This design comes from an exercise in tuning for small area on the open sky130 flow, not from production work.
Only simulation tests tie the RTL to the original design; equivalence was not proved.
Power and IR drop assume default switching activity.

===== flow/resyn.abc =====
strash
dch -f
map -a
mfs2
strash
dch -f
map -a
topo

===== constraint.sdc =====
create_clock -name core_clock -period 6.734 [get_ports {clk}]
set_input_delay 1.3468 -clock core_clock [delete_from_list [all_inputs] [get_ports {clk}]]
set_output_delay 1.3468 -clock core_clock [all_outputs]
set_load 0.01 [all_outputs]

===== config.mk =====
export PLATFORM = sky130hd
export DESIGN_NAME = defog_top
export DESIGN_NICKNAME = defog_top
export VERILOG_FILES = /design/flow/design.v
export SDC_FILE = /design/flow/constraint.sdc
export NUM_CORES = 4
export LEC_CHECK = 0
export ABC_AREA = 1
export CAP_MARGIN = 20
export CORE_MARGIN = 2
export CORE_UTILIZATION = 70
export GPL_TIMING_DRIVEN = 0
export PLACE_DENSITY = 0.8
export SLEW_MARGIN = 20

===== flow/run.sh =====
#!/bin/bash
# The standard layout (standard.sh, with its synthesis unchanged), with:
# - after synthesis, the netlist between the registers is improved for area;
#   registers keep their instances, names and cell types:
#   1. flow/fapol.py flips full-adder cells (FA is self-dual) to need fewer
#      inverters,
#   2. flow/resyn.sh re-maps the gates between registers and adders with ABC
#      for area;
# - port buffers: every input and output port still gets its own buffer,
#   the small sky130_fd_sc_hd__buf_1 instead of the default choice;
# - clock tree: sinks clustered into fewer, larger clusters, no dummy loads.
# Each tool's output goes to a log of its own in this folder.
set -euo pipefail
export BUFFER_PORTS_ARGS="-buffer_cell sky130_fd_sc_hd__buf_1"
export CTS_ARGS="-sink_clustering_enable -repair_clock_nets -sink_clustering_size 20 -sink_clustering_max_diameter 60 -buf_list sky130_fd_sc_hd__clkbuf_8 -dont_use_dummy_load"
bash standard.sh synth > synth.log 2>&1
R=orfs/results/${FLOW_PLATFORM}/defog_top/base
cp $R/1_2_yosys.v yosys_netlist.v
cp yosys_netlist.v net_in.v
if python3 flow/fapol.py net_in.v fapol_netlist.v > fapol.log 2>&1; then
  cp fapol_netlist.v net_in.v
fi
if bash flow/resyn.sh net_in.v resyn_netlist.v > resyn.log 2>&1; then
  cp resyn_netlist.v net_in.v
fi
cp net_in.v $R/1_2_yosys.v
touch $R/1_2_yosys.v
bash standard.sh > layout.log 2>&1

===== design.v =====
module defog_channel(
	input	[7:0]	f,
	input	[4:0]	qdn,
	input	[7:0]	an,
	input	z,
	output	[7:0]	out
);
wire [7:0] e = ~f;
wire [7:0] pp0 = ~(f | {8{qdn[0]}});
wire [7:0] pp1 = ~(f | {8{qdn[1]}});
wire [7:0] pp2 = ~(f | {8{qdn[2]}});
wire [7:0] pp3 = ~(f | {8{qdn[3]}});
wire [7:0] pp4 = ~(f | {8{qdn[4]}});
wire t_1, t_2;
defog_fa t_fa2(.a(pp0[2]), .b(pp1[1]), .ci(pp2[0]), .s(t_1), .co(t_2));
wire t_3, t_4;
defog_fa t_fa4(.a(pp0[3]), .b(pp1[2]), .ci(pp2[1]), .s(t_3), .co(t_4));
wire t_5, t_6;
defog_fa t_fa6(.a(pp3[0]), .b(t_2), .ci(t_3), .s(t_5), .co(t_6));
wire t_7, t_8;
defog_fa t_fa8(.a(e[0]), .b(pp0[4]), .ci(pp1[3]), .s(t_7), .co(t_8));
wire t_9, t_10;
defog_fa t_fa10(.a(pp2[2]), .b(pp3[1]), .ci(pp4[0]), .s(t_9), .co(t_10));
wire t_11, t_12;
defog_fa t_fa12(.a(an[0]), .b(t_4), .ci(t_7), .s(t_11), .co(t_12));
wire t_13, t_14;
defog_fa t_fa14(.a(t_9), .b(t_11), .ci(t_6), .s(t_13), .co(t_14));
wire t_15, t_16;
defog_fa t_fa16(.a(e[1]), .b(pp0[5]), .ci(pp1[4]), .s(t_15), .co(t_16));
wire t_17, t_18;
defog_fa t_fa18(.a(pp2[3]), .b(pp3[2]), .ci(pp4[1]), .s(t_17), .co(t_18));
wire t_19, t_20;
defog_fa t_fa20(.a(an[1]), .b(t_10), .ci(t_15), .s(t_19), .co(t_20));
wire t_21, t_22;
defog_fa t_fa22(.a(t_17), .b(t_8), .ci(t_12), .s(t_21), .co(t_22));
wire t_23, t_24;
defog_fa t_fa24(.a(t_19), .b(t_14), .ci(t_21), .s(t_23), .co(t_24));
wire t_25, t_26;
defog_fa t_fa26(.a(e[2]), .b(pp0[6]), .ci(pp1[5]), .s(t_25), .co(t_26));
wire t_27, t_28;
defog_fa t_fa28(.a(pp2[4]), .b(pp3[3]), .ci(pp4[2]), .s(t_27), .co(t_28));
wire t_29, t_30;
defog_fa t_fa30(.a(an[2]), .b(t_16), .ci(t_18), .s(t_29), .co(t_30));
wire t_31, t_32;
defog_fa t_fa32(.a(t_25), .b(t_27), .ci(t_20), .s(t_31), .co(t_32));
wire t_33, t_34;
defog_fa t_fa34(.a(t_29), .b(t_22), .ci(t_31), .s(t_33), .co(t_34));
wire t_35, t_36;
defog_fa t_fa36(.a(e[3]), .b(pp0[7]), .ci(pp1[6]), .s(t_35), .co(t_36));
wire t_37, t_38;
defog_fa t_fa38(.a(pp2[5]), .b(pp3[4]), .ci(pp4[3]), .s(t_37), .co(t_38));
wire t_39, t_40;
defog_fa t_fa40(.a(an[3]), .b(t_26), .ci(t_28), .s(t_39), .co(t_40));
wire t_41, t_42;
defog_fa t_fa42(.a(t_35), .b(t_37), .ci(t_30), .s(t_41), .co(t_42));
wire t_43, t_44;
defog_fa t_fa44(.a(t_39), .b(t_32), .ci(t_41), .s(t_43), .co(t_44));
wire t_45, t_46;
defog_fa t_fa46(.a(e[4]), .b(pp1[7]), .ci(pp2[6]), .s(t_45), .co(t_46));
wire t_47, t_48;
defog_fa t_fa48(.a(pp3[5]), .b(pp4[4]), .ci(an[4]), .s(t_47), .co(t_48));
wire t_49, t_50;
defog_fa t_fa50(.a(t_36), .b(t_38), .ci(t_45), .s(t_49), .co(t_50));
wire t_51, t_52;
defog_fa t_fa52(.a(t_40), .b(t_47), .ci(t_49), .s(t_51), .co(t_52));
wire t_53, t_54;
defog_fa t_fa54(.a(t_42), .b(t_51), .ci(t_44), .s(t_53), .co(t_54));
wire t_55, t_56;
defog_fa t_fa56(.a(e[5]), .b(pp2[7]), .ci(pp3[6]), .s(t_55), .co(t_56));
wire t_57, t_58;
defog_fa t_fa58(.a(pp4[5]), .b(an[5]), .ci(t_46), .s(t_57), .co(t_58));
wire t_59, t_60;
defog_fa t_fa60(.a(t_55), .b(t_48), .ci(t_50), .s(t_59), .co(t_60));
wire t_61, t_62;
defog_fa t_fa62(.a(t_57), .b(t_52), .ci(t_59), .s(t_61), .co(t_62));
wire t_63, t_64;
defog_fa t_fa64(.a(e[6]), .b(pp3[7]), .ci(pp4[6]), .s(t_63), .co(t_64));
wire t_65, t_66;
defog_fa t_fa66(.a(an[6]), .b(t_56), .ci(t_63), .s(t_65), .co(t_66));
wire t_67, t_68;
defog_fa t_fa68(.a(t_58), .b(t_65), .ci(t_60), .s(t_67), .co(t_68));
wire t_69, t_70;
defog_fa t_fa70(.a(e[7]), .b(pp4[7]), .ci(an[7]), .s(t_69), .co(t_70));
wire t_71, t_72;
defog_fa t_fa72(.a(t_64), .b(t_66), .ci(t_69), .s(t_71), .co(t_72));
wire t_73, t_74;
defog_ha t_ha74(.a(pp0[1]), .b(pp1[0]), .s(t_73), .co(t_74));
wire t_75, t_76;
defog_ha t_ha76(.a(t_1), .b(t_74), .s(t_75), .co(t_76));
wire t_77, t_78;
defog_ha t_ha78(.a(t_5), .b(t_76), .s(t_77), .co(t_78));
wire t_79, t_80;
defog_ha t_ha80(.a(t_13), .b(t_78), .s(t_79), .co(t_80));
wire t_81, t_82;
defog_ha t_ha82(.a(t_23), .b(t_80), .s(t_81), .co(t_82));
wire t_83, t_84;
defog_fa t_fa84(.a(t_24), .b(t_33), .ci(t_82), .s(t_83), .co(t_84));
wire t_85, t_86;
defog_fa t_fa86(.a(t_34), .b(t_43), .ci(t_84), .s(t_85), .co(t_86));
wire t_87, t_88;
defog_ha t_ha88(.a(t_53), .b(t_86), .s(t_87), .co(t_88));
wire t_89, t_90;
defog_fa t_fa90(.a(t_61), .b(t_54), .ci(t_88), .s(t_89), .co(t_90));
wire t_91, t_92;
defog_fa t_fa92(.a(t_62), .b(t_67), .ci(t_90), .s(t_91), .co(t_92));
wire t_93, t_94;
defog_fa t_fa94(.a(t_71), .b(t_68), .ci(t_92), .s(t_93), .co(t_94));
wire t_95, t_96;
defog_fa t_fa96(.a(t_70), .b(t_72), .ci(t_94), .s(t_95), .co(t_96));
wire [9:0] w = {t_96, t_95, t_93, t_91, t_89, t_87, t_85, t_83, t_81, t_79};
wire zero = w[9] | w[8] | z;
assign out = ~(w[7:0] | {8{zero}});
endmodule
module defog_fa(input a, input b, input ci, output s, output co);
assign s = a ^ b ^ ci;
assign co = (a & b) | (a & ci) | (b & ci);
endmodule
module defog_ha(input a, input b, output s, output co);
assign s = a ^ b;
assign co = a & b;
endmodule
module defog_top(
	input	clk,
	input	nrst,
	input	[7:0]	r,
	input	[7:0]	g,
	input	[7:0]	b,
	input	hsync,
	input	vsync,
	input	en,
	input	frame_done_flag,
	input	[7:0]	atmos,
	output	[7:0]	defogged_r,
	output	[7:0]	defogged_g,
	output	[7:0]	defogged_b,
	output	o_hsync,
	output	o_vsync,
	output	o_en,
	output	reg [7:0]	max_of_dark
);
reg [3:0] cnt;
wire cnt_done = cnt[3] & cnt[2];
always @(posedge clk or negedge nrst) begin
	if (!nrst)
		cnt <= 4'd0;
	else if (!cnt_done)
		cnt <= cnt + 4'd1;
end
wire p2_valid = cnt[3] | cnt[2] | cnt[1];
reg [23:0] p1, p2;
always @(posedge clk) begin
	p1 <= {r, g, b};
	p2 <= p1;
end
wire [7:0] r2 = p2[23:16];
wire [7:0] g2 = p2[15:8];
wire [7:0] b2 = p2[7:0];
wire [8:0] ar, ag, ab;
wire [7:0] dark;
assign ar[8] = 1'b1;
assign ag[8] = 1'b1;
assign ab[8] = 1'b1;
genvar k;
generate for (k = 7; k >= 0; k = k - 1) begin : gmin
	assign dark[k] = ~((ar[k+1] & ~r2[k]) | (ag[k+1] & ~g2[k]) | (ab[k+1] & ~b2[k]));
	assign ar[k] = ar[k+1] & ~(r2[k] & ~dark[k]);
	assign ag[k] = ag[k+1] & ~(g2[k] & ~dark[k]);
	assign ab[k] = ab[k+1] & ~(b2[k] & ~dark[k]);
end endgenerate
wire [8:0] gt;
assign gt[0] = 1'b0;
generate for (k = 0; k < 8; k = k + 1) begin : ggt
	assign gt[k+1] = (dark[k] & ~max_of_dark[k]) | (dark[k] & gt[k]) | (~max_of_dark[k] & gt[k]);
end endgenerate
wire dark_gt = gt[8];
always @(posedge clk or negedge nrst) begin
	if (!nrst)
		max_of_dark <= 8'd0;
	else if (frame_done_flag)
		max_of_dark <= 8'd0;
	else if (p2_valid && dark_gt)
		max_of_dark <= dark;
end
reg [4:0] qd;
always @(*) begin
	case (dark)
		8'd0: qd = 5'd0;
		8'd1: qd = 5'd0;
		8'd2: qd = 5'd0;
		8'd3: qd = 5'd0;
		8'd4: qd = 5'd0;
		8'd5: qd = 5'd0;
		8'd6: qd = 5'd0;
		8'd7: qd = 5'd0;
		8'd8: qd = 5'd0;
		8'd9: qd = 5'd0;
		8'd10: qd = 5'd0;
		8'd11: qd = 5'd0;
		8'd12: qd = 5'd0;
		8'd13: qd = 5'd0;
		8'd14: qd = 5'd0;
		8'd15: qd = 5'd0;
		8'd16: qd = 5'd0;
		8'd17: qd = 5'd0;
		8'd18: qd = 5'd0;
		8'd19: qd = 5'd0;
		8'd20: qd = 5'd0;
		8'd21: qd = 5'd0;
		8'd22: qd = 5'd0;
		8'd23: qd = 5'd1;
		8'd24: qd = 5'd1;
		8'd25: qd = 5'd1;
		8'd26: qd = 5'd1;
		8'd27: qd = 5'd1;
		8'd28: qd = 5'd1;
		8'd29: qd = 5'd1;
		8'd30: qd = 5'd1;
		8'd31: qd = 5'd1;
		8'd32: qd = 5'd1;
		8'd33: qd = 5'd1;
		8'd34: qd = 5'd1;
		8'd35: qd = 5'd1;
		8'd36: qd = 5'd1;
		8'd37: qd = 5'd1;
		8'd38: qd = 5'd1;
		8'd39: qd = 5'd1;
		8'd40: qd = 5'd1;
		8'd41: qd = 5'd1;
		8'd42: qd = 5'd1;
		8'd43: qd = 5'd1;
		8'd44: qd = 5'd1;
		8'd45: qd = 5'd2;
		8'd46: qd = 5'd2;
		8'd47: qd = 5'd2;
		8'd48: qd = 5'd2;
		8'd49: qd = 5'd2;
		8'd50: qd = 5'd2;
		8'd51: qd = 5'd2;
		8'd52: qd = 5'd2;
		8'd53: qd = 5'd2;
		8'd54: qd = 5'd2;
		8'd55: qd = 5'd2;
		8'd56: qd = 5'd2;
		8'd57: qd = 5'd2;
		8'd58: qd = 5'd2;
		8'd59: qd = 5'd2;
		8'd60: qd = 5'd2;
		8'd61: qd = 5'd2;
		8'd62: qd = 5'd2;
		8'd63: qd = 5'd3;
		8'd64: qd = 5'd3;
		8'd65: qd = 5'd3;
		8'd66: qd = 5'd3;
		8'd67: qd = 5'd3;
		8'd68: qd = 5'd3;
		8'd69: qd = 5'd3;
		8'd70: qd = 5'd3;
		8'd71: qd = 5'd3;
		8'd72: qd = 5'd3;
		8'd73: qd = 5'd3;
		8'd74: qd = 5'd3;
		8'd75: qd = 5'd3;
		8'd76: qd = 5'd3;
		8'd77: qd = 5'd3;
		8'd78: qd = 5'd3;
		8'd79: qd = 5'd4;
		8'd80: qd = 5'd4;
		8'd81: qd = 5'd4;
		8'd82: qd = 5'd4;
		8'd83: qd = 5'd4;
		8'd84: qd = 5'd4;
		8'd85: qd = 5'd4;
		8'd86: qd = 5'd4;
		8'd87: qd = 5'd4;
		8'd88: qd = 5'd4;
		8'd89: qd = 5'd4;
		8'd90: qd = 5'd4;
		8'd91: qd = 5'd4;
		8'd92: qd = 5'd4;
		8'd93: qd = 5'd4;
		8'd94: qd = 5'd5;
		8'd95: qd = 5'd5;
		8'd96: qd = 5'd5;
		8'd97: qd = 5'd5;
		8'd98: qd = 5'd5;
		8'd99: qd = 5'd5;
		8'd100: qd = 5'd5;
		8'd101: qd = 5'd5;
		8'd102: qd = 5'd5;
		8'd103: qd = 5'd5;
		8'd104: qd = 5'd5;
		8'd105: qd = 5'd5;
		8'd106: qd = 5'd5;
		8'd107: qd = 5'd5;
		8'd108: qd = 5'd6;
		8'd109: qd = 5'd6;
		8'd110: qd = 5'd6;
		8'd111: qd = 5'd6;
		8'd112: qd = 5'd6;
		8'd113: qd = 5'd6;
		8'd114: qd = 5'd6;
		8'd115: qd = 5'd6;
		8'd116: qd = 5'd6;
		8'd117: qd = 5'd6;
		8'd118: qd = 5'd6;
		8'd119: qd = 5'd6;
		8'd120: qd = 5'd7;
		8'd121: qd = 5'd7;
		8'd122: qd = 5'd7;
		8'd123: qd = 5'd7;
		8'd124: qd = 5'd7;
		8'd125: qd = 5'd7;
		8'd126: qd = 5'd7;
		8'd127: qd = 5'd7;
		8'd128: qd = 5'd7;
		8'd129: qd = 5'd7;
		8'd130: qd = 5'd7;
		8'd131: qd = 5'd8;
		8'd132: qd = 5'd8;
		8'd133: qd = 5'd8;
		8'd134: qd = 5'd8;
		8'd135: qd = 5'd8;
		8'd136: qd = 5'd8;
		8'd137: qd = 5'd8;
		8'd138: qd = 5'd8;
		8'd139: qd = 5'd8;
		8'd140: qd = 5'd8;
		8'd141: qd = 5'd8;
		8'd142: qd = 5'd9;
		8'd143: qd = 5'd9;
		8'd144: qd = 5'd9;
		8'd145: qd = 5'd9;
		8'd146: qd = 5'd9;
		8'd147: qd = 5'd9;
		8'd148: qd = 5'd9;
		8'd149: qd = 5'd9;
		8'd150: qd = 5'd9;
		8'd151: qd = 5'd9;
		8'd152: qd = 5'd10;
		8'd153: qd = 5'd10;
		8'd154: qd = 5'd10;
		8'd155: qd = 5'd10;
		8'd156: qd = 5'd10;
		8'd157: qd = 5'd10;
		8'd158: qd = 5'd10;
		8'd159: qd = 5'd10;
		8'd160: qd = 5'd11;
		8'd161: qd = 5'd11;
		8'd162: qd = 5'd11;
		8'd163: qd = 5'd11;
		8'd164: qd = 5'd11;
		8'd165: qd = 5'd11;
		8'd166: qd = 5'd11;
		8'd167: qd = 5'd11;
		8'd168: qd = 5'd11;
		8'd169: qd = 5'd12;
		8'd170: qd = 5'd12;
		8'd171: qd = 5'd12;
		8'd172: qd = 5'd12;
		8'd173: qd = 5'd12;
		8'd174: qd = 5'd12;
		8'd175: qd = 5'd12;
		8'd176: qd = 5'd12;
		8'd177: qd = 5'd13;
		8'd178: qd = 5'd13;
		8'd179: qd = 5'd13;
		8'd180: qd = 5'd13;
		8'd181: qd = 5'd13;
		8'd182: qd = 5'd13;
		8'd183: qd = 5'd14;
		8'd184: qd = 5'd14;
		8'd185: qd = 5'd14;
		8'd186: qd = 5'd14;
		8'd187: qd = 5'd14;
		8'd188: qd = 5'd14;
		8'd189: qd = 5'd14;
		8'd190: qd = 5'd14;
		8'd191: qd = 5'd15;
		8'd192: qd = 5'd15;
		8'd193: qd = 5'd15;
		8'd194: qd = 5'd15;
		8'd195: qd = 5'd15;
		8'd196: qd = 5'd15;
		8'd197: qd = 5'd16;
		8'd198: qd = 5'd16;
		8'd199: qd = 5'd16;
		8'd200: qd = 5'd16;
		8'd201: qd = 5'd16;
		8'd202: qd = 5'd16;
		8'd203: qd = 5'd17;
		8'd204: qd = 5'd17;
		8'd205: qd = 5'd17;
		8'd206: qd = 5'd17;
		8'd207: qd = 5'd18;
		8'd208: qd = 5'd18;
		8'd209: qd = 5'd18;
		8'd210: qd = 5'd18;
		8'd211: qd = 5'd18;
		8'd212: qd = 5'd18;
		8'd213: qd = 5'd18;
		8'd214: qd = 5'd19;
		8'd215: qd = 5'd19;
		8'd216: qd = 5'd19;
		8'd217: qd = 5'd19;
		8'd218: qd = 5'd20;
		8'd219: qd = 5'd20;
		8'd220: qd = 5'd20;
		8'd221: qd = 5'd20;
		8'd222: qd = 5'd20;
		8'd223: qd = 5'd21;
		8'd224: qd = 5'd21;
		8'd225: qd = 5'd21;
		8'd226: qd = 5'd21;
		8'd227: qd = 5'd22;
		8'd228: qd = 5'd22;
		8'd229: qd = 5'd22;
		8'd230: qd = 5'd22;
		8'd231: qd = 5'd22;
		8'd232: qd = 5'd23;
		8'd233: qd = 5'd23;
		8'd234: qd = 5'd23;
		8'd235: qd = 5'd24;
		8'd236: qd = 5'd24;
		8'd237: qd = 5'd24;
		8'd238: qd = 5'd24;
		8'd239: qd = 5'd24;
		8'd240: qd = 5'd25;
		8'd241: qd = 5'd25;
		8'd242: qd = 5'd25;
		8'd243: qd = 5'd26;
		8'd244: qd = 5'd26;
		8'd245: qd = 5'd26;
		8'd246: qd = 5'd26;
		8'd247: qd = 5'd27;
		8'd248: qd = 5'd27;
		8'd249: qd = 5'd27;
		8'd250: qd = 5'd28;
		8'd251: qd = 5'd28;
		8'd252: qd = 5'd28;
		8'd253: qd = 5'd29;
		8'd254: qd = 5'd29;
		8'd255: qd = 5'd29;
		default: qd = 5'd0;
	endcase
end
wire [7:0] an = ~atmos;
wire [7:0] fr, fg, fb;
wire zr, zg, zb;
defog_sub sr(.an(an), .c(r2), .f(fr), .z(zr));
defog_sub sg(.an(an), .c(g2), .f(fg), .z(zg));
defog_sub sb(.an(an), .c(b2), .f(fb), .z(zb));
reg [4:0] qdn3;
reg [23:0] f3;
reg [2:0] z3;
always @(posedge clk) begin
	qdn3 <= ~qd;
	f3 <= {fr, fg, fb};
	z3 <= {zr, zg, zb};
end
wire [23:0] res;
defog_channel ur(.f(f3[23:16]), .qdn(qdn3), .an(an), .z(z3[2]), .out(res[23:16]));
defog_channel ug(.f(f3[15:8]), .qdn(qdn3), .an(an), .z(z3[1]), .out(res[15:8]));
defog_channel ub(.f(f3[7:0]), .qdn(qdn3), .an(an), .z(z3[0]), .out(res[7:0]));
reg [23:0] d4, d5, d6, d7, d8, d9, d10, d11, d12;
always @(posedge clk) begin
	d4 <= res;
	d5 <= d4;
	d6 <= d5;
	d7 <= d6;
	d8 <= d7;
	d9 <= d8;
	d10 <= d9;
	d11 <= d10;
	d12 <= d11;
end
assign defogged_r = d12[23:16];
assign defogged_g = d12[15:8];
assign defogged_b = d12[7:0];
reg [2:0] s1, s2, s3, s4, s5, s6, s7, s8, s9, s10, s11, s12;
always @(posedge clk) begin
	s1 <= {hsync, vsync, en};
	s2 <= s1;
	s3 <= s2;
	s4 <= s3;
	s5 <= s4;
	s6 <= s5;
	s7 <= s6;
	s8 <= s7;
	s9 <= s8;
	s10 <= s9;
	s11 <= s10;
	s12 <= s11;
end
assign {o_hsync, o_vsync, o_en} = s12 & {3{cnt_done}};
endmodule
module defog_sub(
	input	[7:0]	an,
	input	[7:0]	c,
	output	[7:0]	f,
	output	z
);
wire [8:0] cy;
defog_ha h0(.a(an[0]), .b(c[0]), .s(f[0]), .co(cy[1]));
genvar i;
generate for (i = 1; i < 8; i = i + 1) begin : gsub
	defog_fa fa(.a(an[i]), .b(c[i]), .ci(cy[i]), .s(f[i]), .co(cy[i+1]));
end endgenerate
assign z = cy[8];
endmodule

===== standard.sh =====
#!/bin/bash
# synth_recipe.tcl (not shown) runs the flow's synth.tcl, then flattens the netlist and writes it again
# the make line also repeats each setting of config.mk as NAME=value (left out here)
make -C /OpenROAD-flow-scripts/flow DESIGN_CONFIG=/design/flow/config.mk WORK_HOME=/design/flow/orfs CLKGATE_MAP_FILE= SYNTH_SCRIPT=/design/flow/synth_recipe.tcl "${@:-finish}"

===== flow/resyn.sh =====
#!/bin/bash
# Re-maps the combinational logic of a synthesized netlist for area with ABC.
# Flip-flops, full/half adders and tie cells are kept as they are (same
# instances, same names); only the gates between them are re-mapped.
# usage: resyn.sh IN.v OUT.v
set -euo pipefail
IN=$1; OUT=$2
HERE=$(cd "$(dirname "$0")" && pwd)
LIB=$FLOW_HOME/platforms/$FLOW_PLATFORM/lib/sky130_fd_sc_hd__tt_025C_1v80.lib
YOSYS=$FLOW_HOME/../tools/install/yosys/bin/yosys
DU=""
for c in $(sed -n '/DONT_USE_CELLS += /,/^$/p' $FLOW_HOME/platforms/$FLOW_PLATFORM/config.mk | tr -d '\\' | tr ' ' '\n' | grep sky130); do
  DU="$DU -dont_use $c"
done
cat > resyn.ys <<EOY
read_liberty -ignore_miss_func $LIB
read_verilog $IN
hierarchy -top $FLOW_TOP
setattr -mod -set keep_hierarchy 1 sky130_fd_sc_hd__fa_* sky130_fd_sc_hd__ha_* sky130_fd_sc_hd__df* sky130_fd_sc_hd__conb*
flatten
opt_clean -purge
select -module $FLOW_TOP
abc -liberty $LIB -script $HERE/resyn.abc $DU -dont_use sky130_fd_sc_hd__clk* -dont_use sky130_fd_sc_hd__dly*
select -clear
opt_clean -purge
rename -hide w:*.*
splitnets
opt_clean -purge
tee -o resyn_stat.txt stat -liberty $LIB $FLOW_TOP
select $FLOW_TOP
write_verilog -noattr -selected $OUT
EOY
$YOSYS -q -l resyn_yosys.log resyn.ys

===== flow/fapol.py =====
#!/usr/bin/env python3
"""Re-assigns the polarity of full-adder cells in a flat gate-level netlist
(written by Yosys) to cut inverters.  A full adder is self-dual:
FA(~a, ~b, ~c) = (~sum, ~cout), so each FA may be "flipped" (all inputs and
both outputs complemented) without changing the function.  All inverter
cells are taken out, the flips are chosen greedily to need the fewest
inverters, and one inverter is put back for each signal that is needed in
the polarity its driver does not give.

usage: fapol.py IN.v OUT.v
"""
import re, sys
from collections import defaultdict

src = open(sys.argv[1]).read()
m = re.search(r"^module\s+(\w+)", src, re.M)
# split into header (module ... up to first cell), cells, footer
cell_re = re.compile(r"^(\s*)(sky130_fd_sc_hd__\w+)\s+(\S+)\s*\((.*?)\);\s*$", re.S | re.M)
pin_re = re.compile(r"\.(\w+)\(([^()]*)\)")
OUT = {"X", "Y", "Q", "Q_N", "SUM", "COUT", "HI", "LO"}

cells = []  # [type, name, {pin: net}, span]
for mm in cell_re.finditer(src):
    pins = {p: n.strip() for p, n in pin_re.findall(mm.group(4))}
    cells.append([mm.group(2), mm.group(3), pins, mm.span()])

def is_inv(t):
    return re.fullmatch(r"sky130_fd_sc_hd__(inv|clkinv)_\d+", t) is not None

def is_fa(t):
    return re.fullmatch(r"sky130_fd_sc_hd__fa_\d+", t) is not None

# inverter graph: net -> (root, pol)
inv_of = {}  # output net -> input net
for t, n, p, _ in cells:
    if is_inv(t):
        inv_of[p["Y"]] = p["A"]

def root(net):
    pol = 0
    seen = 0
    while net in inv_of:
        net = inv_of[net]
        pol ^= 1
        seen += 1
        if seen > 100:
            raise SystemExit("inverter loop")
    return net, pol

# nets that must stay as they are: ports (outputs) and anything named like a clock
port_nets = set()
for mm in re.finditer(r"^\s*(input|output|inout)\s+(\[[^\]]*\]\s*)?([^;]+);", src, re.M):
    for nm in mm.group(3).split(","):
        port_nets.add(nm.strip())
outputs = set()
for mm in re.finditer(r"^\s*output\s+(\[[^\]]*\]\s*)?([^;]+);", src, re.M):
    for nm in mm.group(2).split(","):
        outputs.add(nm.strip())

# consumers: list of (cellidx, pin, root, pol)
cons = []
fa_idx = []
for i, (t, n, p, _) in enumerate(cells):
    if is_inv(t):
        continue
    if is_fa(t):
        fa_idx.append(i)
    for pin, net in p.items():
        if pin in OUT:
            continue
        r, pol = root(net)
        cons.append((i, pin, r, pol))
# output ports that are driven through inverters count as consumers too
assigns = re.findall(r"^\s*assign\s+(.+?)\s*=\s*(.+?)\s*;", src, re.M)
if any(re.search(r"\S", a[1]) for a in assigns):
    pass
port_cons = []
for net in outputs:
    if net in inv_of:
        r, pol = root(net)
        port_cons.append((net, r, pol))

# which cell drives each root net, and via which pin
drv = {}
for i, (t, n, p, _) in enumerate(cells):
    if is_inv(t):
        continue
    for pin, net in p.items():
        if pin in OUT:
            drv[net] = (i, pin)

flip = defaultdict(int)  # cell index -> 0/1

def need_sets():
    need = defaultdict(set)  # root -> set of physical polarities needed
    for i, pin, r, pol in cons:
        need[r].add(pol ^ flip[i] if is_fa(cells[i][0]) else pol)
    for net, r, pol in port_cons:
        need[r].add(pol)
    return need

def produced(r):
    d = drv.get(r)
    if d is None:
        return 0
    return flip[d[0]]

def cost():
    need = need_sets()
    c = 0
    for r, s in need.items():
        pr = produced(r)
        if (pr ^ 1) in s:
            c += 1
    return c

fa_roots = {}
root_users = defaultdict(list)
for k, (i, pin, r, pol) in enumerate(cons):
    root_users[r].append(k)
for i in fa_idx:
    rs = set()
    for pin, net in cells[i][2].items():
        if pin in OUT:
            rs.add(net)
        else:
            rs.add(root(net)[0])
    fa_roots[i] = rs

port_by_root = defaultdict(list)
for net, r, pol in port_cons:
    port_by_root[r].append(pol)

def root_cost(r):
    s = set()
    for k in root_users[r]:
        i, pin, _, pol = cons[k]
        s.add(pol ^ flip[i] if is_fa(cells[i][0]) else pol)
    for pol in port_by_root[r]:
        s.add(pol)
    return 1 if (produced(r) ^ 1) in s else 0

def local(i):
    return sum(root_cost(r) for r in fa_roots[i])

for i in list(fa_idx):
    if any(net in port_nets for pin, net in cells[i][2].items() if pin in OUT):
        fa_idx.remove(i)
before = cost()
changed = True
it = 0
while changed and it < 50:
    changed = False
    it += 1
    for i in fa_idx:
        c0 = local(i)
        flip[i] ^= 1
        c1 = local(i)
        if c1 < c0:
            changed = True
        else:
            flip[i] ^= 1
import random
random.seed(1)
best = cost(); bestflip = dict(flip)
T = 1.0
for step in range(20000):
    i = random.choice(fa_idx)
    c0 = local(i)
    flip[i] ^= 1
    c1 = local(i)
    d = c1 - c0
    if d <= 0 or random.random() < pow(2.718, -d / T):
        pass
    else:
        flip[i] ^= 1
    T = max(0.05, T * 0.9997)
    if step % 500 == 0:
        c = cost()
        if c < best:
            best = c; bestflip = dict(flip)
c = cost()
if c < best:
    best = c; bestflip = dict(flip)
flip.clear(); flip.update(bestflip)
changed = True
while changed:
    changed = False
    for i in fa_idx:
        c0 = local(i)
        flip[i] ^= 1
        c1 = local(i)
        if c1 < c0:
            changed = True
        else:
            flip[i] ^= 1
after = cost()
n_inv_before = sum(1 for c in cells if is_inv(c[0]))
sys.stderr.write("fapol: %d inverters in; polarity cost %d -> %d; %d of %d full adders flipped\n"
                 % (n_inv_before, before, after, sum(flip[i] for i in fa_idx), len(fa_idx)))

# rebuild: every root r gets net r with produced polarity; if the other polarity
# is needed, one inverter drives net "r_fapoln" (or reuse an existing output port name)
need = need_sets()
newname = {}
extra = []
k = 0
def esc(net):
    return net
def inv_net(r):
    return newname[r]
for r, s in need.items():
    pr = produced(r)
    if (pr ^ 1) in s:
        k += 1
        nn = "fapol_n%d" % k
        newname[r] = nn
        extra.append((r, nn))

# physical net for (root, wanted polarity)
def phys(r, want):
    return r if produced(r) == want else newname[r]

# output ports driven through inverters: keep the port name as the net of the
# wanted polarity, via a buffer-free route: we drive the port with an inverter
# or assign statement
out_lines = []
pieces = []
last = 0
for i, (t, n, p, span) in enumerate(cells):
    pieces.append(src[last:span[0]])
    last = span[1]
    if is_inv(t):
        continue
    newp = {}
    for pin, net in p.items():
        if pin in OUT:
            newp[pin] = net
        else:
            r, pol = root(net)
            want = pol ^ flip[i] if is_fa(t) else pol
            newp[pin] = phys(r, want)
    indent = re.match(r"\s*", src[span[0]:span[1]]).group(0)
    pins = ",\n".join("%s    .%s(%s)" % (indent, pin, net + (" " if net.startswith("\\") else "")) for pin, net in newp.items())
    pieces.append("%s%s %s (\n%s);" % (indent, t, n, pins))
pieces.append(src[last:])
body = "".join(pieces)
# declarations and new inverters before endmodule
add = []
for r, nn in extra:
    add.append("  wire %s;" % nn)
for j, (r, nn) in enumerate(extra):
    if produced(r) == 0:
        add.append("  sky130_fd_sc_hd__inv_1 fapol_inv%d (\n    .A(%s),\n    .Y(%s));" % (j, r + (" " if r.startswith("\\") else ""), nn))
    else:
        add.append("  sky130_fd_sc_hd__inv_1 fapol_inv%d (\n    .A(%s),\n    .Y(%s));" % (j, r + (" " if r.startswith("\\") else ""), nn))
# output ports that were driven by inverters: now drive them from the right polarity
for net, r, pol in port_cons:
    pn = phys(r, pol)
    add.append("  assign %s = %s;" % (net, pn + (" " if pn.startswith("\\") else "")))
idx = body.rindex("endmodule")
body = body[:idx] + "\n".join(add) + "\n" + body[idx:]
open(sys.argv[2], "w").write(body)

==> summary.md, run 1 <==
| Metric | Value |
|---|---|
| Final Critical Period | 6440 ps |
| WP data required | 7190 ps |
| Commonest non-fill, non-tap cell in the layout | dfxtp_1 |
| Sequential share of power | 50.9% |
| Clock Power Share | 16.3% |
| Final worst-path cycle share | 95.6% |
| Switching power | 0.00164 W |
| Initial Util | 71.4% |
| Internal | 0.00345 W |
| Commonest non-fill, non-tap cells in the layout | dfxtp_1, nor2_1, fa_1, inv_1, buf_1 |
| Slowest cell on crit path | or3_2 |
| Max H-tree Level | 1 |
| Row count | 47 |
| ANT cells | 0 |
| Syn_nets | 1115 |
| Total grt overflow | 0 |
| Share of cells above drive strength 1 | 4.62% |
| FMAX | 0.155 GHz |
| Die Y | 134 µm |
| Startpoint Class | flop |
| Area Growth Syn to Fin | 7.75% |
| Crit. End Element | flop |
| Reg clk slew, reported paths | 110 ps |
| Final setup violating endpoints | 0 |
| Vias/cell | 5.16 |
| Final-stage net count | 1214 |
| Fin Setup TNS | 0 ps |
| Syn Inst Count | 920 |
| Maximum VDD drop | 0.298 mV |
| DRC violations left | 0 |
| Worst hold path type | flop to flop |
| Max Cap Violations | 0 |
| Slew Limit Fails | 0 |
| Placer Congestion | 0.852 |
| Crit path DAT | 6900 ps |
| Cell mode on critical path | fa_1 |
| Wire length per cell | 14.6 µm |
| Remaining antenna violation count | 0 |
| Via count | 6380 |
| Max incr delay on CP | 580 ps |
| I/O Pins | 73 |
| First-pass DRT Iterations | 5 |
| Netlist Area Pre-Place | 11800 µm² |
| CTS Sinks | 344 |
| Number of global-route vias before repair | 6459 |
| CTS tree | done |
| Routed WL | 18100 µm |
| Slew HR | 56.4% |
| Final clock skew | 30.8 ps |
| HPWL after detailed placement | 13300 µm |
| Clock Path Buffers | 3 |
| Sw frac | 32.2% |
| Fill cell count | 1061 |
| CORE AREA | 16500 µm² |
| GRT Overall Usage | 21.2% |
| CP Max Fanout | 12 |
| Largest net degree at the start of global routing | 28 |
| Port buffer count | 72 |
| Leakage power | 5.66 nW |
| Die area | 17900 µm² |
| Combinational share of power | 32.8% |
| Worst Max-Slew Pin Slew | 654 ps |
| Placed Cells | 1212 |
| Clk Latency, worst-skew pair | 550 ps |
| First-pass GRT wire length | 30000 µm |
| Initial antenna violation count | 0 |
| Power density over cell area | 400 nW/µm² |
| Final non-filler cell total | 1237 |
| Iteration-0 DRC Markers | 323 |
| Crit Path Class | flop to flop |
| Status | timing/DRC/antenna clean |
| CTS Buf Count | 21 |
| Die W | 134 µm |
| Worst path cell trace | clkinvlp_4, buf_4, nand2_1, fa_1, inv_1, fa_1, fa_1, fa_1, ha_1, fa_1, fa_1, ha_1, fa_1, fa_1, fa_1, fa_1, or3_2, nor2_1 |
| Yosys warning count | 1 |
| Clk root buf | clkbuf_8 |
| Syn_area_per_cell | 12.8 µm² |
| Final Hold Vio Count | 0 |
==> metal layers <==
| layer | track usage [%] | vias to the layer above | wire length [µm] |
|---|---|---|---|
| met5 | 0 | - | 0 |
| met4 | 8.81 | 0 | 611 |
| met3 | 3.36 | 45 | 998 |
| met2 | 36.3 | 201 | 9220 |
| met1 | 27.3 | 3129 | 7270 |
| li1 | - | 3005 | - |
==> final cells by class <==
class	instances	area, µm²	share of cell area, %
inverter	115	435	3.43
multi-input combinational	461	4450	35.0
tap	220	275	2.17
timing repair buffer	76	300	2.36
sequential	344	6960	54.8
clock buffer	21	289	2.27
==> power by group through the flow <==
stage               combinational, W  sequential (W)  clock (W)
floorplan                    0.00121         0.00260          0
finish                       0.00167         0.00259   0.000830
global route                 0.00195         0.00263   0.000931
CTS                          0.00165         0.00259   0.000862
detailed placement           0.00162         0.00264          0
global placement             0.00155         0.00262          0
==> metrics by stage <==
stage                     total power (W)  hold slack, ps  instance area (µm²)  setup WS (ps)  util, %
after floorplan                   0.00382             310                11800           66.4        -
final                             0.00509             322                12700            295     76.9
after global placement            0.00416             310                12300           -358     74.7
after detailed placement          0.00426             312                12300           -396     74.7
after global routing              0.00551             334                12700          -10.5     76.9
after CTS                         0.00511             320                12700           41.6     76.6
==> path summary, 6_finish.rpt <==
kind	cells after the start	end	slack (ps)	start
setup / recovery	18	d4[15]	290	qdn3[0]
hold reg to reg	0	d11[6]	320	d10[6]
hold / removal	0	d11[6]	320	d10[6]
max in group asynchronous	1	max_of_dark[3]	5520	nrst
min in group asynchronous	1	cnt[2]	770	nrst
setup reg to reg	18	d4[15]	290	qdn3[0]
==> timing repair <==
item                       CTS  global route
setup buffers                1             3
hold endpoints to repair     0             0
hold buffers                 0             0
gates resized for setup      6            11
setup endpoints to repair   18            35
pin swaps                    0             2
==> critical path: cells and delay by family (launching register included) <==
kind	cells	cell delay, ps
fa+ha+maj	12	4560
flops	1	470
simple gates	3	880
buf+inv	3	420
==> run 2: changes to the inputs <==
--- a/flow/run.sh
+++ b/flow/run.sh
@@ -14,3 +14,3 @@
 export BUFFER_PORTS_ARGS="-buffer_cell sky130_fd_sc_hd__buf_1"
-export CTS_ARGS="-sink_clustering_enable -repair_clock_nets -sink_clustering_size 20 -sink_clustering_max_diameter 60 -buf_list sky130_fd_sc_hd__clkbuf_8 -dont_use_dummy_load"
+export CTS_ARGS="-sink_clustering_enable -repair_clock_nets -sink_clustering_size 30 -sink_clustering_max_diameter 80 -buf_list sky130_fd_sc_hd__clkbuf_16 -dont_use_dummy_load"
 bash standard.sh synth > synth.log 2>&1
--- a/config.mk
+++ b/config.mk
@@ -11,3 +11,2 @@
 export CORE_UTILIZATION = 70
-export GPL_TIMING_DRIVEN = 0
 export PLACE_DENSITY = 0.8
==> run 2 against run 1 <==
Against the previous run:
- sequential cell count stayed put
- sequential share of layout area is 0.69 points lower
- total power rose by 2.8%
- via count grew 2.2%
- global-route usage rose by 2.7 points
==> summary.md, run 2 <==
| Metric | Value |
|---|---|
| Post-CTS Hold Fix Bufs | 0 (unchanged) |
| Final clock skew | 35.3 ps (was 30.8 ps) |
| Routed WL | 20200 µm (was 18100 µm) |
| Worst Max-Slew Pin Slew | 617 ps (was 654 ps) |
| Yosys warning count | 1 (unchanged) |
| Power density over cell area | 407 nW/µm² (was 400 nW/µm²) |
| Commonest non-fill, non-tap cell in the layout | dfxtp_1 (unchanged) |
| Reg2Reg Setup Slack | 290 ps (about the same) |
| PostCTS Resize Cnt | 0 (was 6) |
| GR Util met1 | 30.4% (was 27.3%) |
| FMAX | 0.155 GHz (about the same) |
| Startpoint Class | flop (unchanged) |
| Port buffer count | 72 (unchanged) |
| First-pass GRT wire length | 32900 µm (was 30000 µm) |
| Met2 usage | 41.5% (was 36.3%) |
| DRC violations left | 0 (unchanged) |
| CTS Buf Count | 15 (was 21) |
| Crit path DAT | 6850 ps (was 6900 ps) |
| Commonest non-fill, non-tap cells in the layout | dfxtp_1, nor2_1, fa_1, inv_1, buf_1 (unchanged) |
| Syn_nets | 1115 (unchanged) |
| Min Hold Slack | 291 ps (was 322 ps) |
| Placer Congestion | 0.916 (was 0.852) |
| Initial antenna violation count | 0 (unchanged) |
| First-pass DRT Iterations | 5 (unchanged) |
| Iteration-0 DRC Markers | 455 (was 323) |
| Area Growth Syn to Fin | 8.94% (was 7.75%) |
| CTS Sinks | 344 (unchanged) |
| Clock Path Buffers | 3 (unchanged) |
| HPWL after detailed placement | 14600 µm (was 13300 µm) |
| Wire length per cell | 16.2 µm (was 14.6 µm) |
| Final worst-path cycle share | 95.7% (was 95.6%) |
| GRT Max-Usage Layer | met2 (unchanged) |
| Syn_area_per_cell | 12.8 µm² (unchanged) |
| GRT Overall Usage | 23.9% (was 21.2%) |
| Clk root buf | clkbuf_16 (was clkbuf_8) |
| Post-CTS Setup Inserts | 0 (was 1) |
| Slew Limit Fails | 0 (unchanged) |
| Register area | 6950 µm² (was 6960 µm²) |
| Netlist Area Pre-Place | 11800 µm² (unchanged) |
| ANT cells | 0 (unchanged) |
| Die W | 134 µm (unchanged) |
| Die Y | 134 µm (unchanged) |
| Met3 Use GR | 4.01% (was 3.36%) |
| Final setup violating endpoints | 0 (unchanged) |
| Leakage power | 5.76 nW (was 5.66 nW) |
| Placed Area | 12500 µm² (was 12300 µm²) |
| Status | timing/DRC/antenna clean (unchanged) |
| Crit. End Element | flop (unchanged) |
| Syn Inst Count | 920 (unchanged) |
| CTS tree | done (unchanged) |
| Max H-tree Level | 1 (unchanged) |
| Share of cells above drive strength 1 | 4.20% (was 4.62%) |
| Final Critical Period | 6450 ps (was 6440 ps) |
| Crit Path Class | flop to flop (unchanged) |
| Remaining antenna violation count | 0 (unchanged) |
| CORE AREA | 16500 µm² (unchanged) |
| Reg clk slew, reported paths | 110 ps (about the same) |
| WP data required | 7130 ps (was 7190 ps) |
| Final-stage net count | 1221 (was 1214) |
| Via count | 6521 (was 6380) |
| Row count | 47 (unchanged) |
| Fin area | 12800 µm² (was 12700 µm²) |
| Number of global-route vias before repair | 6771 (was 6459) |
| Multi-input logic area | 4420 µm² (was 4450 µm²) |
| Maximum VDD drop | 0.255 mV (was 0.298 mV) |
| Final Hold Vio Count | 0 (unchanged) |
| I/O Pins | 73 (unchanged) |
| Max Cap Violations | 0 (unchanged) |
| Worst hold path type | flop to flop (unchanged) |
| Initial Util | 71.4% (unchanged) |
| Clk Latency, worst-skew pair | 490 ps (was 550 ps) |
| Vias/cell | 5.24 (was 5.16) |
| CP Max Fanout | 8 (was 12) |
| Fill cell count | 1015 (was 1061) |
| Largest net degree at the start of global routing | 31 (was 28) |
| Slew HR | 58.8% (was 56.4%) |
| Die area | 17900 µm² (unchanged) |
| Total grt overflow | 0 (unchanged) |
| Unrepaired setup endpoints after global routing | no |
## run 2: path summary, 6_finish.rpt
kind / from / to / depth (start not counted)
max in group asynchronous: nrst / max_of_dark[2] / 1
max: f3[3] / d4[5] / 16
min reg2reg: d5[12] / d6[12] / 0
min: d5[12] / d6[12] / 0
max reg2reg: f3[3] / d4[5] / 16
min in group asynchronous: nrst / cnt[2] / 1
## run 2: worst max-delay path, stage by stage, from the launching register on
cell     delay (ps)
dfxtp_1         330
or2_2           310
fa_1            510
inv_1            60
fa_1            420
fa_1            520
fa_1            480
ha_1            220
fa_1            480
fa_1            430
ha_1            230
fa_1            460
fa_1            460
fa_1            460
fa_1            430
or3_4           440
nor2_1          110
## run 2: final cells by class
| class | count | share of cell area [%] |
|---|---|---|
| tap | 220 | 2.14 |
| multi-input combinational | 461 | 34.4 |
| clock buffer | 15 | 2.92 |
| timing repair buffer | 89 | 3.10 |
| inverter | 115 | 3.36 |
| sequential | 344 | 54.1 |
## run 2: metal layers
metal / vias to the layer above / wire length (µm)
met2: 250 / 10300
met3: 72 / 1200
li1: 3025 / -
met1: 3174 / 7880
met5: - / 0
met4: 0 / 780
## run 2: report_power, final
| part | leakage [nW] | total, W | internal (W) | switching [W] |
|---|---|---|---|---|
| logic | 2.67 | 0.00169 | 0.000730 | 0.000955 |
| clock network | 0.185 | 0.000960 | 0.000403 | 0.000557 |
| registers | 2.90 | 0.00258 | 0.00243 | 0.000148 |
| total | 5.76 | 0.00523 | 0.00357 | 0.00166 |
## run 2: through the flow
| stage | util, % | power [W] | setup TNS, ps | cells | setup slack (ps) |
|---|---|---|---|---|---|
| global route | 77.8 | 0.00564 | 0 | 1244 | 36.1 |
| detailed placement | 75.5 | 0.00430 | -2050 | 1229 | -247 |
| floorplan | - | 0.00382 | 0 | 920 | 66.4 |
| CTS | 77.7 | 0.00528 | 0 | 1244 | 93.3 |
| finish | 77.8 | 0.00523 | 0 | 1244 | 288 |
| global placement | 75.5 | 0.00416 | -1210 | 1229 | -156 |
==> run 3: changes to the inputs <==
--- a/design.v
+++ b/design.v
@@ -7,8 +7,8 @@
 );
-wire [7:0] e = ~f;
-wire [7:0] pp0 = ~(f | {8{qdn[0]}});
-wire [7:0] pp1 = ~(f | {8{qdn[1]}});
-wire [7:0] pp2 = ~(f | {8{qdn[2]}});
-wire [7:0] pp3 = ~(f | {8{qdn[3]}});
-wire [7:0] pp4 = ~(f | {8{qdn[4]}});
+wire [7:0] e = f;
+wire [7:0] pp0 = e & {8{~qdn[0]}};
+wire [7:0] pp1 = e & {8{~qdn[1]}};
+wire [7:0] pp2 = e & {8{~qdn[2]}};
+wire [7:0] pp3 = e & {8{~qdn[3]}};
+wire [7:0] pp4 = e & {8{~qdn[4]}};
 wire t_1, t_2;
@@ -107,6 +107,4 @@
 defog_fa t_fa94(.a(t_71), .b(t_68), .ci(t_92), .s(t_93), .co(t_94));
-wire t_95, t_96;
-defog_fa t_fa96(.a(t_70), .b(t_72), .ci(t_94), .s(t_95), .co(t_96));
-wire [9:0] w = {t_96, t_95, t_93, t_91, t_89, t_87, t_85, t_83, t_81, t_79};
-wire zero = w[9] | w[8] | z;
+wire [7:0] w = {t_93, t_91, t_89, t_87, t_85, t_83, t_81, t_79};
+wire zero = t_70 | t_72 | t_94 | z;
 assign out = ~(w[7:0] | {8{zero}});
@@ -456,3 +454,3 @@
 	qdn3 <= ~qd;
-	f3 <= {fr, fg, fb};
+	f3 <= ~{fr, fg, fb};
 	z3 <= {zr, zg, zb};
--- a/flow/run.sh
+++ b/flow/run.sh
@@ -14,3 +14,3 @@
 export BUFFER_PORTS_ARGS="-buffer_cell sky130_fd_sc_hd__buf_1"
-export CTS_ARGS="-sink_clustering_enable -repair_clock_nets -sink_clustering_size 30 -sink_clustering_max_diameter 80 -buf_list sky130_fd_sc_hd__clkbuf_16 -dont_use_dummy_load"
+export CTS_ARGS="-sink_clustering_enable -repair_clock_nets -sink_clustering_size 18 -sink_clustering_max_diameter 50 -buf_list sky130_fd_sc_hd__clkbuf_8 -dont_use_dummy_load"
 bash standard.sh synth > synth.log 2>&1
--- a/flow/fapol.py
+++ b/flow/fapol.py
@@ -31,2 +31,9 @@
     return re.fullmatch(r"sky130_fd_sc_hd__fa_\d+", t) is not None
+
+def is_fixed(t):
+    # cells whose pins have a fixed polarity: registers, half adders, tie cells
+    return re.fullmatch(r"sky130_fd_sc_hd__(df\w*|ha_\d+|conb_\d+|s?dl\w*)", t) is not None
+
+def is_logic(t):
+    return not (is_fa(t) or is_fixed(t) or is_inv(t))
 
@@ -108,9 +115,3 @@
 def cost():
-    need = need_sets()
-    c = 0
-    for r, s in need.items():
-        pr = produced(r)
-        if (pr ^ 1) in s:
-            c += 1
-    return c
+    return sum(root_cost(r) for r in set(root_users) | set(port_by_root))
 
@@ -137,2 +138,4 @@
         i, pin, _, pol = cons[k]
+        if is_logic(cells[i][0]):
+            continue
         s.add(pol ^ flip[i] if is_fa(cells[i][0]) else pol)
@@ -140,2 +143,5 @@
         s.add(pol)
+    d = drv.get(r)
+    if d is not None and is_logic(cells[d[0]][0]):
+        return 1 if len(s) == 2 else 0
     return 1 if (produced(r) ^ 1) in s else 0
--- a/config.mk
+++ b/config.mk
@@ -10,4 +10,5 @@
 export CORE_MARGIN = 2
-export CORE_UTILIZATION = 70
-export PLACE_DENSITY = 0.8
+export CORE_UTILIZATION = 80
+export GPL_TIMING_DRIVEN = 0
+export PLACE_DENSITY = 0.85
 export SLEW_MARGIN = 20
==> run 3 against run 2 <==
Against the previous run:
- worst hold slack got worse by 11 ps
- maximum frequency decreased by 0.48%
- total power decreased by 0.47%
- die area decreased by 13%
- first-iteration DRC count decreased by 32%
- sequential cell count unchanged
- sequential share of layout area increased by 1.1 points
- routed wire length increased by 1.9%
- critical path type is now primary input to flop
- largest cell class unchanged
==> summary.md, run 3 <==
| Metric | Value |
|---|---|
| Status | timing/DRC/antenna clean (unchanged) |
| Clk root buf | clkbuf_8 (was clkbuf_16) |
| Share of cells above drive strength 1 | 4.13% (was 4.20%) |
| Area Growth Syn to Fin | 7.70% (was 8.94%) |
| Crit. End Element | flop (unchanged) |
| Worst hold path type | flop to flop (unchanged) |
| Final worst slack | 257 ps (was 288 ps) |
| Crit Path Class | primary input to flop (was flop to flop) |
| Crit path DAT | 6940 ps (was 6850 ps) |
| Commonest non-fill, non-tap cell in the layout | dfxtp_1 (unchanged) |
| CORE AREA | 14400 µm² (was 16500 µm²) |
| Post-Place Worst Slack | -320 ps (was -247 ps) |
| Fin Setup TNS | 0 ps (unchanged) |
| Final clock skew | 48.9 ps (was 35.3 ps) |
| Initial antenna violation count | 0 (unchanged) |
| Final worst-path cycle share | 96.2% (was 95.7%) |
| Final setup violating endpoints | 0 (unchanged) |
| FMAX | 0.154 GHz (was 0.155 GHz) |
| Fin area | 12600 µm² (was 12800 µm²) |
| WP data required | 7200 ps (was 7130 ps) |
| Reg clk slew, reported paths | 100 ps (was 110 ps) |
| Die W | 125 µm (was 134 µm) |
| Worst Max-Slew Pin Slew | 800 ps (was 617 ps) |
| Placed Area | 12200 µm² (was 12500 µm²) |
| First-pass GRT wire length | 34400 µm (was 32900 µm) |
| Die area | 15600 µm² (was 17900 µm²) |
| HPWL after detailed placement | 14700 µm (was 14600 µm) |
| Critical path buffers and inverters | 2 (was 1) |
| Remaining antenna violation count | 0 (unchanged) |
| Commonest non-fill, non-tap cells in the layout | dfxtp_1, nor2_1, fa_1, inv_1, buf_1 (unchanged) |
| Final Critical Period | 6480 ps (was 6450 ps) |
| Crit path max-delay family | adder cells (unchanged) |
| Max incr delay on CP | 830 ps (was 520 ps) |
| Yosys warning count | 1 (unchanged) |
| Routed WL | 20500 µm (was 20200 µm) |
| CTS tree | done (unchanged) |
| ANT cells | 0 (unchanged) |
| Placer Congestion | 0.860 (was 0.916) |
| Port buffer count | 72 (unchanged) |
| CTS Sinks | 344 (unchanged) |
| Leakage power | 5.65 nW (was 5.76 nW) |
| CTS Buf Count | 26 (was 15) |
| Clock Path Buffers | 3 (unchanged) |
| DRC violations left | 0 (unchanged) |
| Total grt overflow | 0 (unchanged) |
| Netlist Area Pre-Place | 11700 µm² (was 11800 µm²) |
| GRT Overall Usage | 27.7% (was 23.9%) |
| Final Hold Vio Count | 0 (unchanged) |
| Syn_area_per_cell | 12.8 µm² (about the same) |
| Syn Inst Count | 916 (was 920) |
| Largest net degree at the start of global routing | 25 (was 31) |
| Number of global-route vias before repair | 7346 (was 6771) |
| CP Max Fanout | 8 (unchanged) |
| I/O Pins | 73 (unchanged) |
| Clk Latency, worst-skew pair | 560 ps (was 490 ps) |
| Initial Util | 81.3% (was 71.4%) |
| Row count | 44 (was 47) |
| Max Cap Violations | 0 (unchanged) |
| Via count | 6612 (was 6521) |
| Final-stage net count | 1210 (was 1221) |
| Startpoint Class | primary input (was flop) |
| Iteration-0 DRC Markers | 309 (was 455) |
| Vias/cell | 5.51 (was 5.24) |
| Worst path cell trace | buf_1, inv_1, fa_1, fa_1, fa_1, ha_1, fa_1, fa_1, ha_1, fa_1, fa_1, fa_1, or4_2, nor2_1 (was or2_2, fa_1, inv_1, fa_1, fa_1, fa_1, ha_1, fa_1, fa_1, ha_1, fa_1, fa_1, fa_1, fa_1, or3_4, nor2_1) |
| Maximum VDD drop | 0.293 mV (was 0.255 mV) |
| Wire length per cell | 17.1 µm (was 16.2 µm) |
| Slowest cell on crit path | or4_2 (was fa_1) |
| Min Hold Slack | 280 ps (was 291 ps) |
| Cell mode on critical path | fa_1 (unchanged) |
| Slew HR | 46.5% (was 58.8%) |
| First-pass DRT Iterations | 7 (was 5) |
| Max H-tree Level | 1 (unchanged) |
| Power density over cell area | 412 nW/µm² (was 407 nW/µm²) |
| Slew Limit Fails | 0 (unchanged) |
| Die Y | 125 µm (was 134 µm) |
| Fill cell count | 651 (was 1015) |
| Syn_nets | 1108 (was 1115) |
==> run 3: layer usage <==
layer	wire length (µm)	vias to the layer above	global-route usage [%]
met3	1310	94	4.58
met1	7490	3217	32.2
met4	1040	0	14.5
met2	10700	295	49.7
met5	0	-	0
li1	-	3006	-
==> run 3: final timing paths <==
path,start,to,slack (ps),cells after the start
min,d4[12],d5[12],280,0
min in group asynchronous,nrst,cnt[2],780,1
max reg2reg,f3[3],d4[7],270,15
max in group asynchronous,nrst,max_of_dark[4],5510,1
max,atmos[0],d4[7],260,14
min reg2reg,d4[12],d5[12],280,0
==> run 3: area by class of cell <==
class | count | area, µm² | area share [%]
clock buffer | 26 | 358 | 2.84
tap | 184 | 230 | 1.82
sequential | 344 | 6960 | 55.1
timing repair buffer | 74 | 289 | 2.29
multi-input combinational | 463 | 4380 | 34.7
inverter | 109 | 409 | 3.24
==> run 3: report_power, final <==
| group | switching [W] | leakage (nW) | internal [W] |
|---|---|---|---|
| combinational | 0.000943 | 2.56 | 0.000722 |
| sequential | 0.000163 | 2.90 | 0.00246 |
| clock | 0.000567 | 0.187 | 0.000345 |
==> run 3: what timing repair did <==
item | in CTS | in global routing
setup endpoints to repair | 8 | 17
pin swaps | 0 | 1
hold buffers | 0 | 0
buffers inserted | 0 | 2
resized for setup | 3 | 6
gates cloned | 0 | 0
==> run 3: stage by stage <==
stage                     total power (W)  util (%)  instances
after global routing              0.00556      87.5       1200
final                             0.00520      87.5       1200
after global placement            0.00408      84.7       1172
after detailed placement          0.00430      84.8       1172
after CTS                         0.00523      87.3       1198
after floorplan                   0.00380         -        916
==> run 4: changes to the inputs <==
--- a/config.mk
+++ b/config.mk
@@ -10,5 +10,5 @@
 export CORE_MARGIN = 2
-export CORE_UTILIZATION = 80
+export CORE_UTILIZATION = 70
 export GPL_TIMING_DRIVEN = 0
-export PLACE_DENSITY = 0.85
+export PLACE_DENSITY = 0.8
 export SLEW_MARGIN = 20
==> run 4 against run 3 <==
Against the previous run:
- routed wire length decreased by 12%
- sequential cell count unchanged
- global-route usage decreased by 5.7 points
- non-clock buffer count decreased by 2
- count of clock-buffer cells in the layout increased by 1
- final cell count increased by 2.9%
- total power decreased by 1.9%
- synthesized area unchanged
- design area increased by 0.30%
- clock power increased by 1%
- worst setup slack improved by 46 ps
- sequential power about the same
- critical endpoint unchanged
==> summary.md, run 4 <==
| Metric | Value |
|---|---|
| Status | timing/DRC/antenna clean (unchanged) |
| Initial antenna violation count | 0 (unchanged) |
| Commonest non-fill, non-tap cells in the layout | dfxtp_1, nor2_1, fa_1, inv_1, buf_1 (unchanged) |
| CTS Sinks | 344 (unchanged) |
| Combinational share of power | 30.8% (was 32.0%) |
| Final clock skew | 66.1 ps (was 48.9 ps) |
| Final Critical Period | 6430 ps (was 6480 ps) |
| Die Y | 133 µm (was 125 µm) |
| Final Power | 0.00511 W (was 0.00520 W) |
| Sw frac | 31.2% (was 32.2%) |
| First-pass DRT Iterations | 5 (was 7) |
| ANT cells | 0 (unchanged) |
| Syn_area_per_cell | 12.8 µm² (unchanged) |
| Netlist Area Pre-Place | 11700 µm² (unchanged) |
| Clk Latency, worst-skew pair | 570 ps (was 560 ps) |
| Iteration-0 DRC Markers | 368 (was 309) |
| Total grt overflow | 0 (unchanged) |
| HPWL after detailed placement | 13000 µm (was 14700 µm) |
| Worst-case hold path end point | d5[0] (was d5[12]) |
| Max H-tree Level | 1 (unchanged) |
| Commonest non-fill, non-tap cell in the layout | dfxtp_1 (unchanged) |
| Routed WL | 18200 µm (was 20500 µm) |
| Row count | 47 (was 44) |
| Worst Hold Depth | 0 (unchanged) |
| Placer Congestion | 0.839 (was 0.860) |
| Reg2Reg Setup Slack | 300 ps (was 270 ps) |
| Share of cells above drive strength 1 | 4.04% (was 4.13%) |
| Leakage power | 5.64 nW (was 5.65 nW) |
| RR Endpoint | d4[7] (unchanged) |
| Reg clk slew, reported paths | 100 ps (about the same) |
| Max Cap Violations | 0 (unchanged) |
| WP data required | 7200 ps (about the same) |
| GRT Overall Usage | 22.0% (was 27.7%) |
| Crit path DAT | 6890 ps (was 6940 ps) |
| Vias/cell | 5.18 (was 5.51) |
| Final setup violating endpoints | 0 (unchanged) |
| Internal | 0.00351 W (was 0.00353 W) |
| Switching power | 0.00159 W (was 0.00167 W) |
| Largest net degree at the start of global routing | 25 (unchanged) |
| I/O Pins | 73 (unchanged) |
| Clock Path Buffers | 3 (unchanged) |
| Placed Cells | 1208 (was 1172) |
| Crit. End Element | flop (unchanged) |
| Worst Max-Slew Pin Slew | 768 ps (was 800 ps) |
| Final Hold Vio Count | 0 (unchanged) |
| Worst reg2reg path depth | 14 (was 15) |
| Initial Util | 71.2% (was 81.3%) |
| CP Max Fanout | 19 (was 8) |
| Clk root buf | clkbuf_8 (unchanged) |
| Final-stage net count | 1209 (was 1210) |
| Final non-filler cell total | 1235 (was 1200) |
| Remaining antenna violation count | 0 (unchanged) |
| Clock Power Share | 18.0% (was 17.5%) |
| Post-CTS Setup Inserts | 0 (unchanged) |
| Power density over cell area | 403 nW/µm² (was 412 nW/µm²) |
| DRC violations left | 0 (unchanged) |
| Die W | 133 µm (was 125 µm) |
| Post-CTS Hold Fix Bufs | 0 (unchanged) |
| First-pass GRT wire length | 31100 µm (was 34400 µm) |
| Final worst-path cycle share | 95.5% (was 96.2%) |
| FMAX | 0.156 GHz (was 0.154 GHz) |
| Via count | 6397 (was 6612) |
| Multi-input logic area | 4380 µm² (unchanged) |
| Sequential share of power | 51.2% (was 50.5%) |
| Slew HR | 48.6% (was 46.5%) |
| Slew Limit Fails | 0 (unchanged) |
| Syn Inst Count | 916 (unchanged) |
| CTS Buf Count | 27 (was 26) |
| Syn_nets | 1108 (unchanged) |
| CORE AREA | 16500 µm² (was 14400 µm²) |
| Fill cell count | 1046 (was 651) |
| Number of global-route vias before repair | 6852 (was 7346) |
| Register area | 6960 µm² (about the same) |
| Yosys warning count | 1 (unchanged) |
| Maximum VDD drop | 0.323 mV (was 0.293 mV) |
| Die area | 17800 µm² (was 15600 µm²) |
| CTS tree | done (unchanged) |
| Area Growth Syn to Fin | 8.02% (was 7.70%) |
| Worst hold path type | flop to flop (unchanged) |
| Crit Path Class | flop to flop (was primary input to flop) |
| HP Start | d4[0] (was d4[12]) |
| Unrepaired setup endpoints after global routing | no |
| Wire length per cell | 14.7 µm (was 17.1 µm) |
| Port buffer count | 72 (unchanged) |
| Reg2reg start | qdn3[0] (was f3[3]) |
| Startpoint Class | flop (was primary input) |
==> run 4: what timing repair did <==
action,in CTS,in global routing
resized for setup,2,6
gates cloned,0,0
endpoints found under the setup margin,8,16
==> run 4: worst max-delay path by stage <==
stage / startpoint / endpoint / slack (ps) / cells past startpoint
floorplan: atmos[0] / d4[0] / 310 / 13
global placement: atmos[0] / d4[7] / -140 / 14
CTS: qdn3[0] / d4[7] / 10 / 14
finish: qdn3[0] / d4[7] / 300 / 14
detailed placement: atmos[0] / d4[0] / -180 / 14
global route: qdn3[0] / d4[7] / 40 / 14
==> run 4: final cells by class <==
| class | count | share of cell area, % |
|---|---|---|
| clock buffer | 27 | 2.94 |
| sequential | 344 | 55.0 |
| tap | 220 | 2.17 |
| inverter | 109 | 3.23 |
| multi-input combinational | 463 | 34.6 |
| timing repair buffer | 72 | 2.13 |
==> run 4: through the flow <==
| stage | setup WS, ps | setup TNS (ps) | util (%) | hold slack [ps] | instance area [µm²] |
|---|---|---|---|---|---|
| 4_1_cts | 10.3 | 0 | 76.8 | 283 | 12600 |
| 2_1_floorplan | 310 | 0 | - | 310 | 11700 |
| 5_1_grt | 38.5 | 0 | 76.9 | 278 | 12700 |
| 6_report | 304 | 0 | 76.9 | 283 | 12700 |
| 3_3_place_gp | -136 | -675 | 74.5 | 310 | 12300 |
| 3_5_place_dp | -183 | -1260 | 74.5 | 312 | 12300 |
==> run 4: power by group through the flow <==
stage / Combinational, W / Sequential [W] / Clock [W]
2_1_floorplan: 0.00117 / 0.00263 / 0
3_3_place_gp: 0.00145 / 0.00263 / 0
3_5_place_dp: 0.00155 / 0.00266 / 0
4_1_cts: 0.00159 / 0.00262 / 0.000951
5_1_grt: 0.00183 / 0.00265 / 0.00103
6_report: 0.00157 / 0.00261 / 0.000921
==> run 4: per-layer routing <==
metal | vias to the layer above | part of all wire [%] | GRT usage (%)
met4 | 0 | 3.7 | 8.98
li1 | 3006 | - | -
met5 | - | 0 | 0
met3 | 55 | 5.3 | 3.69
met2 | 207 | 52 | 39.5
met1 | 3129 | 39 | 26.7
==> run 4: critical path, cell delays in order (launching register included) <==
cell,delay [ps]
dfxtp_2,620
nor2_1,140
fa_1,480
fa_1,430
fa_1,520
fa_1,510
ha_1,230
fa_1,450
fa_1,430
ha_1,230
fa_1,450
fa_1,460
fa_1,430
or4_2,810
nor2_1,160

[separate check: timing with driven ports]
The results above use ideal ports. As a check the final layouts listed here were re-extracted and re-timed, cells and wires unchanged.
Step 1: set_driving_cell puts a clkbuf_16 on clk and a buf_2 on each other input, an assumption about the parent block.
Step 2 also shifts input and output timing later by t, the mid clock arrival at the registers, as if the neighbouring blocks saw the same clock.
Three values: no drivers, after step 1, after step 2; two values: the first two.
run | t, ns | slack for setup (ns) | hold WS [ns]
run 1 | 0.579 | 0.295 / 0.295 / -0.117 | 0.322 / 0.322 / 0.322
run 2 | 0.524 | 0.288 / 0.288 / -0.110 | 0.291 / 0.291 / 0.291
run 3 | 0.573 | 0.257 / 0.272 / -0.295 | 0.280 / 0.280 / 0.280
run 4 | 0.571 | 0.304 / 0.304 / -0.202 | 0.283 / 0.283 / 0.283
Met with ideal ports but missed after step 2: setup timing in every run listed. For run 3, which loses most, drivers alone change the setup slack by +0.015 ns; drivers and shift together by -0.552 ns.
